What follows belongs to an exercise in optimizing a design on an open flow for small area, a short achievable clock period and few clock cycles per item; a production flow would make more cautious choices.
Where RTL was checked, it was by simulation tests only, not by an equivalence proof against the original.

==> exp/willow <==
## accelerator
module accelerator (
    input  logic clk, rst,
    input  logic signed [31:0] a0,
    input  logic signed [31:0] a1,
    input  logic signed [31:0] a2,
    input  logic signed [31:0] a3,
    input  logic signed [31:0] a4,
    input  logic signed [31:0] a5,
    input  logic signed [31:0] a6,
    input  logic signed [31:0] a7,
    input  logic signed [31:0] b0,
    input  logic signed [31:0] b1,
    input  logic signed [31:0] b2,
    input  logic signed [31:0] b3,
    input  logic signed [31:0] b4,
    input  logic signed [31:0] b5,
    input  logic signed [31:0] b6,
    input  logic signed [31:0] b7,
    input  logic start,
    output logic done,
    output logic signed [63:0] result
);
    logic [7:0] sel, selb;
    logic       run, first, done_reg, fin, last;
    logic       ld;
    assign ld = run ? ~last : start & ~done_reg & ~fin;
    always_ff @(posedge clk, posedge rst) begin
        if (rst) begin
            sel      <= 8'd1;
            run      <= 1'b0;
            first    <= 1'b0;
            done_reg <= 1'b0;
            fin      <= 1'b0;
            last     <= 1'b0;
        end else begin
            first <= ~run & ~done_reg & ~fin & start;
            fin   <= 1'b0;
            if (run) begin
                if (last) begin
                    run  <= 1'b0;
                    last <= 1'b0;
                    fin  <= 1'b1;
                    sel  <= 8'd1;
                end else begin
                    sel  <= {sel[6:0], sel[7]};
                    last <= sel[7];
                end
            end else if (fin) begin
                done_reg <= 1'b1;
            end else if (done_reg) begin
                if (!start) done_reg <= 1'b0;
            end else if (start) begin
                run <= 1'b1;
                sel <= 8'd2;
            end
        end
    end
    assign done = done_reg;
    assign selb = sel & {8{ld}};
    logic [31:0] amux, bmux;
    assign amux = ({32{sel[0]}} & a0) | ({32{sel[1]}} & a1) | ({32{sel[2]}} & a2) | ({32{sel[3]}} & a3)
                | ({32{sel[4]}} & a4) | ({32{sel[5]}} & a5) | ({32{sel[6]}} & a6) | ({32{sel[7]}} & a7);
  ...
==> flow/config.mk <==
export PLATFORM = sky130hd
export DESIGN_NAME = accelerator
export DESIGN_NICKNAME = accelerator
export VERILOG_FILES = /design/flow/design.v
export SDC_FILE = /design/flow/constraint.sdc
export NUM_CORES = 4
export LEC_CHECK = 0
export CAP_MARGIN = 20
export CORE_MARGIN = 2
export CORE_UTILIZATION = 40
export SLEW_MARGIN = 20
==> flow/constraint.sdc <==
create_clock -name core_clock -period 12.0 [get_ports {clk}]
set_input_delay 2.4000 -clock core_clock [delete_from_list [all_inputs] [get_ports {clk}]]
set_output_delay 2.4000 -clock core_clock [all_outputs]
set_load 0.01 [all_outputs]
standard.sh (not shown) runs the stock make flow with config.mk's settings and CLKGATE_MAP_FILE= SYNTH_SCRIPT=/design/flow/synth_recipe.tcl, a recipe that flattens the netlist after the stock synthesis.
==> flow/flow/run.sh <==
#!/bin/bash
set -euo pipefail
MARGIN=${MARGIN:-7.7}
R=orfs/results/sky130hd/accelerator/base
bash standard.sh synth > synth.log 2>&1
cp $R/1_2_yosys.v polfix_in.v
python3 flow/polfix.py polfix_in.v $R/1_2_yosys.v > polfix.log 2>&1
bash standard.sh synth > synth2.log 2>&1
bash standard.sh "BUFFER_PORTS_ARGS=-buffer_cell sky130_fd_sc_hd__buf_1" \
    SETUP_SLACK_MARGIN=$MARGIN finish > layout.log 2>&1
Other scripts of this flow, unchanged in this note and not shown: flow/flow/polfix.py
==> exp/lagoon: changes against exp/willow <==
--- a/flow/design.v
+++ b/flow/design.v
@@ -15,52 +15,55 @@
     input  logic signed [31:0] b4,
     input  logic signed [31:0] b5,
     input  logic signed [31:0] b6,
     input  logic signed [31:0] b7,
     input  logic start,
     output logic done,
     output logic signed [63:0] result
 );
-    logic [7:0] sel, selb;
-    logic       run, first, done_reg, fin, last;
+    logic [3:0] c;
+    logic       run, first, done_reg, fin;
     logic       ld;
-    assign ld = run ? ~last : start & ~done_reg & ~fin;
+    assign ld = run ? ~c[3] : start & ~done_reg & ~fin;
     always_ff @(posedge clk, posedge rst) begin
         if (rst) begin
-            sel      <= 8'd1;
+            c        <= 4'd0;
             run      <= 1'b0;
             first    <= 1'b0;
             done_reg <= 1'b0;
             fin      <= 1'b0;
-            last     <= 1'b0;
         end else begin
             first <= ~run & ~done_reg & ~fin & start;
             fin   <= 1'b0;
             if (run) begin
-                if (last) begin
-                    run  <= 1'b0;
-                    last <= 1'b0;
-                    fin  <= 1'b1;
-                    sel  <= 8'd1;
+                if (c[3]) begin
+                    run <= 1'b0;
+                    c   <= 4'd0;
+                    if (1'b1) fin <= 1'b1; else done_reg <= 1'b1;
                 end else begin
-                    sel  <= {sel[6:0], sel[7]};
-                    last <= sel[7];
+                    c <= c + 4'd1;
                 end
             end else if (fin) begin
                 done_reg <= 1'b1;
             end else if (done_reg) begin
                 if (!start) done_reg <= 1'b0;
             end else if (start) begin
                 run <= 1'b1;
-                sel <= 8'd2;
+                c   <= 4'd1;
             end
         end
     end
     assign done = done_reg;
+    logic [7:0] sel, selb;
+    always_ff @(posedge clk, posedge rst) begin
+        if (rst) sel <= 8'd1;
+        else if (run) sel <= c[3] ? 8'd1 : {sel[6:0], sel[7]};
+        else if (!done_reg && !fin && start) sel <= 8'd2;
+    end
     assign selb = sel & {8{ld}};
     logic [31:0] amux, bmux;
     assign amux = ({32{sel[0]}} & a0) | ({32{sel[1]}} & a1) | ({32{sel[2]}} & a2) | ({32{sel[3]}} & a3)
                 | ({32{sel[4]}} & a4) | ({32{sel[5]}} & a5) | ({32{sel[6]}} & a6) | ({32{sel[7]}} & a7);
     assign bmux = ({32{selb[0]}} & b0) | ({32{selb[1]}} & b1) | ({32{selb[2]}} & b2) | ({32{selb[3]}} & b3)
                 | ({32{selb[4]}} & b4) | ({32{selb[5]}} & b5) | ({32{selb[6]}} & b6) | ({32{selb[7]}} & b7);
     logic [31:0] bg;
     assign bg = bmux;
==> flow/flow/run.sh (replaced) <==
#!/bin/bash
set -euo pipefail
MARGIN=${MARGIN:-7.5}
R=orfs/results/sky130hd/accelerator/base
bash standard.sh synth > synth.log 2>&1
cp $R/1_2_yosys.v polfix_in.v
python3 flow/polfix.py polfix_in.v $R/1_2_yosys.v > polfix.log 2>&1
bash standard.sh synth > synth2.log 2>&1
bash standard.sh "BUFFER_PORTS_ARGS=-buffer_cell sky130_fd_sc_hd__buf_1" \
    SETUP_SLACK_MARGIN=$MARGIN finish > layout.log 2>&1
==> impl_metrics.csv <==
group,metric,value,unit
drt,dr_wl_met3,21.1,mm
finish,num-clock-buffers,59,
run_status,run_status,"complete, no violations",
yosys,avgSynthCellArea,10.3,µm²
critical_path,critPathBufInv,0,
timing,finalCriticalPeriod,4270,ps
yosys,netlist_area_before_placement,33000,µm²
global_routing,grt_antenna_before_repair,40,
critical_path,slowest_delay,670,ps
The numbers above come from exp/willow.

==> impl_metrics.csv <==
group,metric,value,unit
critical_path,critPathBufInv,1,
timing,finalCriticalPeriod,4470,ps
critical_path,slowest_delay,550,ps
run_status,run_status,"complete, no violations",
yosys,netlist_area_before_placement,33200,µm²
finish,num-clock-buffers,51,
clock_tree,postCtsResizedCells,36,
place,gp_routability_congestion,1.00,
The numbers above come from exp/lagoon.

Testbench counts of exp/lagoon, summed over its fixed seeds: cycles 10,552, items 960.
Function not checked in exp/willow: the RTL went through the layout flow alone.

re-timing with driven ports:
The results above use ideal ports. As a check the final layouts listed here were re-extracted and re-timed, cells and wires unchanged.
Step 1 (the two cells are an assumption about what drives the block):
set clk [get_ports {clk}]
set_driving_cell -lib_cell sky130_fd_sc_hd__clkbuf_16 $clk
set_driving_cell -lib_cell sky130_fd_sc_hd__buf_2 [delete_from_list [all_inputs] $clk]
Step 2, shift: input delay + t, output delay - t, t = (earliest + latest rising clock arrival at the registers) / 2. This alone moves slack from input paths to output paths.
a / b / c = ideal / step 1 / step 2; a / b = the first two.
| run | t (ns) | setup WS [ns] | hold slack, ns | worst setup path after step 2 | clock arrival spread, ns |
|---|---|---|---|---|---|
| exp/willow | 0.664 | 7.726 / 7.726 / 7.149 | 0.411 / 0.411 / 0.411 | input to register | 0.058 / 0.059 |
| exp/lagoon | 0.645 | 7.533 / 7.533 / 6.981 | 0.398 / 0.398 / 0.398 | input to register | 0.049 / 0.049 |
After both steps setup and hold are still met in every run listed. For exp/willow, which loses most, drivers alone change the setup slack by 0.000 ns; drivers and shift together by -0.577 ns.
